This is an optimization exercise on Yosys and OpenROAD, whose aim is small area, not a production implementation.
Only simulation tests tie the RTL to the original design; equivalence was not proved.
No driver is modelled on the clock port, so clock power and skew are understated where the tree is cut down; a real chip needs a root buffer or a tree.
Power figures rest on the tool's default switching activity, not on a simulated workload.

==> flow/design.v <==
module UP2_TOP
(
	MCLK,
	RST,
	FLEX_DIGIT_1,
	FLEX_DIGIT_2,
	LED,
	BT,
	DISP1,
	DISP2,
	DISP3,
	DISP4
);
input MCLK;	 
input RST;	 
output [6:0] FLEX_DIGIT_1;
output [6:0] FLEX_DIGIT_2;
output [15:0] LED;
input [3:0] BT;
output [6:0] DISP1;
output [6:0] DISP2;
output [6:0] DISP3;
output [6:0] DISP4;
localparam [5:0] P_PQ = 6'd17;
localparam P_PH = 1'd0, P_TICK = 1'd0, P_TICKP = 1'd1;
localparam [5:0] P_DQ0 = 6'd21, P_DQ1 = 6'd21, P_DQ2 = 6'd21, P_DQ3 = 6'd21;
localparam P_DB0 = 1'd0, P_DB1 = 1'd0, P_DB2 = 1'd0, P_DB3 = 1'd0;
localparam P_PLUSP = 1'd0, P_MINUSP = 1'd0, P_MODEP = 1'd0;
localparam [2:0] P_ST = 3'd4;
localparam [4:0] P_PC = 5'd0;
localparam [4:0] P_SECU = 5'd0, P_MINU = 5'd20, P_HU = 5'd8;
localparam [2:0] P_SECT = 3'd0, P_MINT = 3'd3;
localparam [1:0] P_HT = 2'd1;
reg [5:0] pq_r;
reg ph_r, tick_r, tickPrev_r;
wire [5:0] l = pq_r ^ P_PQ;
wire ph = ph_r ^ P_PH;
wire tick = tick_r ^ P_TICK;
wire tickPrev = tickPrev_r ^ P_TICKP;
reg pf;
always @*
	case ({l[0], l[1], l[3], l[5]})
		4'd0, 4'd3, 4'd4, 4'd6, 4'd9, 4'd11, 4'd12, 4'd14: pf = 1'b1;
		default: pf = 1'b0;
	endcase
always @(posedge MCLK) begin
	pq_r <= (RST ? 6'h26 : {l[4:0], pf}) ^ P_PQ;
	ph_r <= (~RST & (ph ^ (l == 6'h33))) ^ P_PH;
	tick_r <= (~RST & ph) ^ P_TICK;
	tickPrev_r <= (~RST & tick) ^ P_TICKP;
end
wire secEv = ~tick & tickPrev;
wire [3:0] btn = {BT[1], BT[3], BT[0], BT[2]};
wire [23:0] P_DQ = {P_DQ3, P_DQ2, P_DQ1, P_DQ0};
wire [3:0] P_DB = {P_DB3, P_DB2, P_DB1, P_DB0};
reg [23:0] dq_r;
reg [3:0] db_r;
wire [23:0] dq = dq_r ^ P_DQ;
wire [3:0] db = db_r ^ P_DB;
genvar gi;
generate
	for (gi = 0; gi < 4; gi = gi + 1) begin : deb
		wire [5:0] r = dq[6*gi +: 6];
		reg f;
		always @*
			case ({r[2], r[3], r[4], r[5]})
				4'd0, 4'd1, 4'd3, 4'd5, 4'd7, 4'd8, 4'd10, 4'd13, 4'd15: f = 1'b0;
				default: f = 1'b1;
			endcase
		always @(posedge MCLK) begin
			dq_r[6*gi +: 6] <= ((RST | ~btn[gi]) ? 6'h1d : {r[4:0], f}) ^ P_DQ[6*gi +: 6];
			db_r[gi] <= (~RST & (r == 6'd0)) ^ P_DB[gi];
		end
	end
endgenerate
wire plusBtn = db[0], minusBtn = db[1], modeBtn = db[2], resetBtn = db[3];
wire stChange;
reg plusPrev_r, minusPrev_r, modePrev_r;
wire plusPrev = plusPrev_r ^ P_PLUSP;
wire minusPrev = minusPrev_r ^ P_MINUSP;
wire modePrev = modePrev_r ^ P_MODEP;
always @(posedge MCLK) begin
	plusPrev_r <= (plusBtn | stChange) ^ P_PLUSP;
	minusPrev_r <= (minusBtn | stChange) ^ P_MINUSP;
	modePrev_r <= (~RST & modeBtn) ^ P_MODEP;
end
wire modeFall = modePrev & ~modeBtn;
reg [2:0] st_r;
wire [2:0] st = st_r ^ P_ST;
wire [2:0] stn = RST ? 3'd0 : ~resetBtn ? 3'd0 : modeFall ? ((st == 3'd4) ? 3'd0 : st + 3'd1) : st;
always @(posedge MCLK) begin
	st_r <= stn ^ P_ST;
end
assign stChange = (stn != st);
wire stop = (st == 3'd0);
wire s1 = (st == 3'd1), s2 = (st == 3'd2), s3 = (st == 3'd3), s4 = (st == 3'd4);
wire plusEv  = ~plusBtn & plusPrev;
wire minusEv = ~minusBtn & minusPrev;
reg [4:0] secU_r, minU_r, hU_r;
reg [2:0] secT_r, minT_r;
reg [1:0] hT_r;
reg [4:0] pc_r;
wire [4:0] secU = secU_r ^ P_SECU, minU = minU_r ^ P_MINU, hU = hU_r ^ P_HU;
wire [2:0] secT = secT_r ^ P_SECT, minT = minT_r ^ P_MINT;
wire [1:0] hT = hT_r ^ P_HT;
wire [4:0] pc = pc_r ^ P_PC;
wire cSecU = secU[4];
wire cSecT = secT[2];
wire cMinU = minU[4];
wire cMinT = minT[2];
wire h2 = hT[1];
wire cHU = hU[4] | (h2 & hU[1]);
always @(posedge MCLK)
	pc_r <= (RST ? 5'd0 : {cSecU, cSecT, cMinU, cMinT, cHU}) ^ P_PC;
wire incSecU = secEv & stop;
wire incSecT = ~cSecU & pc[4] & stop;
wire incMinU = (~cSecT & pc[3] & stop) | (s4 & plusEv);
wire decMinU = s4 & minusEv;
wire incMinT = (~cMinU & pc[2] & stop) | (s3 & plusEv);
wire decMinT = s3 & minusEv;
wire incHU   = (~cMinT & pc[1] & stop) | (s2 & plusEv);
wire decHU   = s2 & minusEv;
wire incHT   = (~cHU & pc[0] & stop) | (s1 & plusEv);
wire decHT   = s1 & minusEv;
wire clr = RST | ~resetBtn;
wire nclr = ~clr;
wire upSecU = incSecU & nclr, hdSecU = ~incSecU & nclr;
wire upSecT = incSecT & nclr, hdSecT = ~incSecT & nclr;
wire dnMinU = decMinU & nclr, upMinU = incMinU & ~decMinU & nclr, hdMinU = ~incMinU & ~decMinU & nclr;
wire dnMinT = decMinT & nclr, upMinT = incMinT & ~decMinT & nclr, hdMinT = ~incMinT & ~decMinT & nclr;
wire dnHU = decHU & nclr, upHU = incHU & ~decHU & nclr, hdHU = ~incHU & ~decHU & nclr;
wire dnHT = decHT & nclr, upHT = incHT & ~decHT & nclr, hdHT = ~incHT & ~decHT & nclr;
wire hUwrapUp = h2 & (hU[2] | hU[4]);
wire hUwrapDn = h2 & ~hU[4] & ~hU[0];
wire [4:0] hUup = hUwrapUp ? 5'b00000 : {hU[3:0], ~hU[4]};
wire [4:0] hUdn = hUwrapDn ? 5'b00111 : {~hU[0], hU[4:1]};
always @(posedge MCLK) begin
	secU_r <= (({5{upSecU}} & {secU[3:0], ~secU[4]}) | ({5{hdSecU}} & secU)) ^ P_SECU;
	secT_r <= (({3{upSecT}} & {secT[1:0], ~secT[2]}) | ({3{hdSecT}} & secT)) ^ P_SECT;
	minU_r <= (({5{upMinU}} & {minU[3:0], ~minU[4]}) | ({5{dnMinU}} & {~minU[0], minU[4:1]}) | ({5{hdMinU}} & minU)) ^ P_MINU;
	minT_r <= (({3{upMinT}} & {minT[1:0], ~minT[2]}) | ({3{dnMinT}} & {~minT[0], minT[2:1]}) | ({3{hdMinT}} & minT)) ^ P_MINT;
	hU_r <= (({5{upHU}} & hUup) | ({5{dnHU}} & hUdn) | ({5{hdHU}} & hU)) ^ P_HU;
	hT_r <= (({2{upHT}} & {hT[0] & ~hT[1], ~hT[1]}) | ({2{dnHT}} & {~hT[0], ~hT[0] | hT[1]}) | ({2{hdHT}} & hT)) ^ P_HT;
end
function [6:0] seg10;	 
	input [4:0] q;
	reg a, b, c, d, e, f, g;
	begin
		a = ~((q[0] & ~q[1]) | (q[3] & ~q[4]));
		b = ~(q[4] & q[1]);
		c = ~q[1] | q[2];
		d = ~((~q[1] & (q[0] | q[2])) | (q[3] & ~q[4]));
		e = (~q[0] & (~q[4] | q[1])) | (~q[2] & (q[1] | q[3]));
		f = ~((q[0] & ~q[3]) | (q[2] & ~q[1]));
		g = q[1] | (q[4] & ~q[2]);
		seg10 = {g, f, e, d, c, b, a};
	end
endfunction
function [6:0] seg6;	 
	input [2:0] q;
	reg ad;
	begin
		ad = ~(q[1] ^ q[0]);
		seg6 = {q[1] | q[2], ~q[0], ~q[2] & (q[1] | ~q[0]), ad, q[2] | ~q[1], ~q[2] | q[1], ad};
	end
endfunction
assign FLEX_DIGIT_2 = ~seg10(secU);
assign FLEX_DIGIT_1 = ~seg6(secT);
assign DISP4 = seg10(minU);
assign DISP3 = seg6(minT);
assign DISP2 = seg10(hU);
wire hTa = ~hT[0] | hT[1];
assign DISP1 = {hT[1], ~hT[0], hTa, hTa, ~hT[1], 1'b1, hTa};
assign LED[15] = stop;
assign LED[14] = resetBtn;
assign LED[13] = cSecU;
assign LED[12] = tick;
assign LED[11] = ~s4 | plusBtn;
assign LED[10] = ~s4 | minusBtn;
assign LED[9]  = ~s3 | plusBtn;
assign LED[8]  = ~s3 | minusBtn;
assign LED[7]  = ~s2 | plusBtn;
assign LED[6]  = ~s2 | minusBtn;
assign LED[5]  = ~s1 | plusBtn;
assign LED[4]  = ~s1 | minusBtn;
assign LED[3]  = 1'b0;
assign LED[2:0] = st;
endmodule
export LEC_CHECK = 0
export CAP_MARGIN = 20
export CORE_MARGIN = 2
export CORE_UTILIZATION = 75
export SLEW_MARGIN = 20
create_clock -name core_clock -period 8.0 [get_ports {MCLK}]
standard.sh (not shown) runs the stock make flow with config.mk's settings and CLKGATE_MAP_FILE= SYNTH_SCRIPT=/design/flow/synth_recipe.tcl, a recipe that flattens the netlist after the stock synthesis.
==> flow/flow/run.sh <==
#!/bin/bash
# Layout flow: the standard synthesis, then the combinational logic between
# the (unchanged) registers is re-mapped by ABC for area (several ABC scripts,
# smallest result kept), then the standard ORFS flow from floorplan to
# finish, with small port buffers and a lean clock tree (settings.sh).
set -euo pipefail
W=$(pwd)
R=$W/orfs/results/sky130hd/UP2_TOP/base
LIB=$FLOW_HOME/platforms/sky130hd/lib/sky130_fd_sc_hd__tt_025C_1v80.lib
source $W/flow/settings.sh

bash standard.sh "${EXTRA[@]}" synth > $W/log_1_synth.txt 2>&1
cp $R/1_2_yosys.v $W/std_1_2_yosys.v

# combinational cell models (sequential cells stay black boxes)
yosys -q -p "read_liberty -ignore_miss_func $LIB; write_verilog -noattr $W/all_cells.v" > $W/log_2_cells.txt 2>&1
python3 $W/flow/comb_cells.py $W/all_cells.v $W/comb_cells.v >> $W/log_2_cells.txt 2>&1

for s in area area4 deepsyn; do
  sed -e "s#@LIB@#$LIB#g" -e "s#@IN@#$W/std_1_2_yosys.v#g" -e "s#@OUT@#$W/reopt_$s.v#g" \
      -e "s#@COMB@#$W/comb_cells.v#g" -e "s#@ABC@#$W/flow/$s.abc#g" $W/flow/reopt.ys > $W/reopt_$s.ys
  yosys -s $W/reopt_$s.ys > $W/log_3_reopt_$s.txt 2>&1 || true
done
best=$(python3 $W/flow/choose.py $W/log_3_reopt_*.txt 2>> $W/log_3_choice.txt)
echo "chosen: $best" >> $W/log_3_choice.txt
if [[ -n "$best" ]]; then cp $W/reopt_$best.v $R/1_2_yosys.v; fi
rm -f $R/1_synth.odb $R/1_synth.sdc

if [[ -n "${NBUF:-}" ]]; then
  bash standard.sh "${EXTRA[@]}" place > $W/log_4_place.txt 2>&1
  R=$R LIB=$LIB CLKPORT=MCLK NBUF=$NBUF BUFCELL=$BUFCELL SPLIT=${SPLIT:-y} \
    openroad -no_init -exit $W/flow/cts_manual.tcl > $W/log_5_cts.txt 2>&1
  cp $R/4_1_cts.odb $R/4_cts.odb
fi
bash standard.sh "${EXTRA[@]}" finish > $W/log_6_finish.txt 2>&1
==> flow/flow/cts_manual.tcl <==
# Clock tree: the clock port drives NBUF clock buffers, each driving the
# flip-flops of one group (groups split by position, balanced in count).
# Replaces TritonCTS's H-tree, which for this small design builds 9 buffers.
read_liberty $::env(LIB)
read_db $::env(R)/3_place.odb
read_sdc $::env(R)/3_place.sdc
source $::env(FLOW_HOME)/platforms/sky130hd/setRC.tcl

set nbuf $::env(NBUF)
set bufname $::env(BUFCELL)
set block [ord::get_db_block]
set db [ord::get_db]
set clknet [$block findNet $::env(CLKPORT)]
set sinks {}
foreach it [$clknet getITerms] {
  set inst [$it getInst]
  set bb [$inst getBBox]
  lappend sinks [list $it [expr {([$bb xMin] + [$bb xMax]) / 2}] [expr {([$bb yMin] + [$bb yMax]) / 2}]]
}
set n [llength $sinks]
puts "clock sinks: $n, buffers: $nbuf"
# split: sort by x or y, cut into nbuf bands of equal count
set axis [expr {$::env(SPLIT) eq "x" ? 1 : 2}]
set sinks [lsort -integer -index $axis $sinks]
set master [$db findMaster $bufname]
set per [expr {int(ceil(double($n) / $nbuf))}]
for {set g 0} {$g < $nbuf} {incr g} {
  set grp [lrange $sinks [expr {$g * $per}] [expr {($g + 1) * $per - 1}]]
  if {[llength $grp] == 0} continue
  set inst [odb::dbInst_create $block $master "clkbuf_man_$g"]
  set net [odb::dbNet_create $block "clknet_man_$g"]
  $net setSigType CLOCK
  set sx 0; set sy 0
  foreach s $grp {
    set it [lindex $s 0]
    $it disconnect
    $it connect $net
    incr sx [lindex $s 1]; incr sy [lindex $s 2]
  }
  [$inst findITerm A] connect $clknet
  [$inst findITerm X] connect $net
  $inst setLocation [expr {$sx / [llength $grp]}] [expr {$sy / [llength $grp]}]
  $inst setPlacementStatus PLACED
  puts "group $g: [llength $grp] sinks"
}
set_propagated_clock [all_clocks]
detailed_placement
check_placement -verbose
estimate_parasitics -placement
report_clock_skew
report_checks -path_delay min_max -format full_clock_expanded -group_path_count 1
report_check_types -max_slew -max_capacitance -violators
write_db $::env(R)/4_1_cts.odb
write_sdc $::env(R)/4_cts.sdc
==> flow/flow/settings.sh <==
EXTRA=(
  "BUFFER_PORTS_ARGS=-buffer_cell sky130_fd_sc_hd__buf_1"
  "CTS_ARGS=-sink_clustering_enable -sink_clustering_size 25 -sink_clustering_max_diameter 500 -buf_list sky130_fd_sc_hd__clkbuf_4 -dont_use_dummy_load -repair_clock_nets"
)
# manual clock tree (cts_manual.tcl): NBUF buffers of type BUFCELL
NBUF=2
SPLIT=x
BUFCELL=sky130_fd_sc_hd__clkbuf_16
Other scripts of this flow, unchanged in this note and not shown: flow/flow/area.abc, flow/flow/area4.abc, flow/flow/choose.py, flow/flow/comb_cells.py, flow/flow/deepsyn.abc, flow/flow/reopt.ys
The first run passed the timing, DRC and antenna checks.
Rerun with:
--- a/flow/flow/run.sh
+++ b/flow/flow/run.sh
@@ -29,5 +29,5 @@
 if [[ -n "${NBUF:-}" ]]; then
   bash standard.sh "${EXTRA[@]}" place > $W/log_4_place.txt 2>&1
-  R=$R LIB=$LIB CLKPORT=MCLK NBUF=$NBUF BUFCELL=$BUFCELL SPLIT=${SPLIT:-y} \
+  R=$R LIB=$LIB CLKPORT=MCLK NBUF=$NBUF BUFCELL=$BUFCELL \
     openroad -no_init -exit $W/flow/cts_manual.tcl > $W/log_5_cts.txt 2>&1
   cp $R/4_1_cts.odb $R/4_cts.odb
--- a/flow/flow/cts_manual.tcl
+++ b/flow/flow/cts_manual.tcl
@@ -20,7 +20,6 @@
 set n [llength $sinks]
 puts "clock sinks: $n, buffers: $nbuf"
-# split: sort by x or y, cut into nbuf bands of equal count
-set axis [expr {$::env(SPLIT) eq "x" ? 1 : 2}]
-set sinks [lsort -integer -index $axis $sinks]
+# split: sort by y, cut into nbuf bands of equal count
+set sinks [lsort -integer -index 2 $sinks]
 set master [$db findMaster $bufname]
 set per [expr {int(ceil(double($n) / $nbuf))}]
--- a/flow/flow/settings.sh
+++ b/flow/flow/settings.sh
@@ -4,5 +4,4 @@
 )
 # manual clock tree (cts_manual.tcl): NBUF buffers of type BUFCELL
-NBUF=2
-SPLIT=x
-BUFCELL=sky130_fd_sc_hd__clkbuf_16
+NBUF=
+BUFCELL=sky130_fd_sc_hd__clkbuf_4
- CORE_UTILIZATION: 75 -> 65
=> Global-route usage decreases by 3.5 points. Wire length decreases by 4.5%. Sequential power barely changes. Die area increases by 14%. Maximum frequency increases by 9.3%. Worst hold slack is worse by 0.023 ns. Via count decreases by 4.8%. Total power increases by 4.4%.
Rerun with:
--- a/flow/flow/run.sh
+++ b/flow/flow/run.sh
@@ -29,5 +29,5 @@
 if [[ -n "${NBUF:-}" ]]; then
   bash standard.sh "${EXTRA[@]}" place > $W/log_4_place.txt 2>&1
-  R=$R LIB=$LIB CLKPORT=MCLK NBUF=$NBUF BUFCELL=$BUFCELL \
+  R=$R LIB=$LIB CLKPORT=MCLK NBUF=$NBUF BUFCELL=$BUFCELL SPLIT=${SPLIT:-y} \
     openroad -no_init -exit $W/flow/cts_manual.tcl > $W/log_5_cts.txt 2>&1
   cp $R/4_1_cts.odb $R/4_cts.odb
--- a/flow/flow/cts_manual.tcl
+++ b/flow/flow/cts_manual.tcl
@@ -20,6 +20,7 @@
 set n [llength $sinks]
 puts "clock sinks: $n, buffers: $nbuf"
-# split: sort by y, cut into nbuf bands of equal count
-set sinks [lsort -integer -index 2 $sinks]
+# split: sort by x or y, cut into nbuf bands of equal count
+set axis [expr {$::env(SPLIT) eq "x" ? 1 : 2}]
+set sinks [lsort -integer -index $axis $sinks]
 set master [$db findMaster $bufname]
 set per [expr {int(ceil(double($n) / $nbuf))}]
--- a/flow/flow/settings.sh
+++ b/flow/flow/settings.sh
@@ -4,4 +4,5 @@
 )
 # manual clock tree (cts_manual.tcl): NBUF buffers of type BUFCELL
-NBUF=
-BUFCELL=sky130_fd_sc_hd__clkbuf_4
+NBUF=2
+SPLIT=x
+BUFCELL=sky130_fd_sc_hd__clkbuf_16
After rerunning: The new run finished with timing, DRC and antenna clean; die area does not change; worst setup slack is worse by 0.20 ns; design area shrinks slightly; worst hold slack is better by 0.024 ns; cell count shrinks slightly; routed wire length shrinks by a few percent; total power shrinks by a few percent; flip-flop and latch count is unchanged; utilization shrinks by 0.44 points; via count shrinks slightly; synthesized cell count does not change.
Rerun with:
==> flow/flow/settings.sh (replaced) <==
EXTRA=(
  "BUFFER_PORTS_ARGS=-buffer_cell sky130_fd_sc_hd__buf_1"
  "CTS_ARGS=-sink_clustering_enable -sink_clustering_size 25 -sink_clustering_max_diameter 500 -buf_list sky130_fd_sc_hd__clkbuf_2 -root_buf sky130_fd_sc_hd__clkbuf_4 -dont_use_dummy_load -repair_clock_nets"
)
# manual clock tree (cts_manual.tcl): NBUF buffers of type BUFCELL
NBUF=
BUFCELL=sky130_fd_sc_hd__clkbuf_4
=> Final area climbs by about 0.6%; clock power climbs by about 18%; global-route usage climbs by 2.2 points; hold slack got worse by 0.024 ns; die area does not change; combinational power stays flat; routed wire length climbs by 2.7%; total power climbs by 4.6%; maximum frequency climbs by about 5%; sequential cell count does not change.
The clock cells of the first and third runs of this note come from the design's own scripts or RTL, not from TritonCTS.

-- re-timing with driven ports --
No port has a modelled driver above. Below, the same layouts with a new extraction and two added sets of constraints.
Step 1, drivers: a clkbuf_16 drives MCLK and a buf_2 each remaining input, both assumed.
Step 2 also shifts input and output timing later by t, the mid clock arrival at the registers, as if the neighbouring blocks saw the same clock.
Slacks: ideal / step 1 / step 2; pairs: ideal / step 1.
run	t, ns	setup slack, ns	worst hold slack (ns)	clock arrival spread, ns	pins driven straight from the clock port
the first run	0.219	3.759 / 3.780 / 3.561	0.414 / 0.414 / 0.414	0.004 / 0.004	2
the second run	0.411	4.120 / 4.121 / 3.710	0.390 / 0.390 / 0.390	0.033 / 0.033	1
the third run	0.217	3.923 / 3.942 / 3.725	0.414 / 0.414 / 0.414	0.008 / 0.008	2
the fourth run	0.411	4.120 / 4.121 / 3.710	0.390 / 0.390 / 0.390	0.033 / 0.033	1
After both steps setup and hold are still met in every run listed.
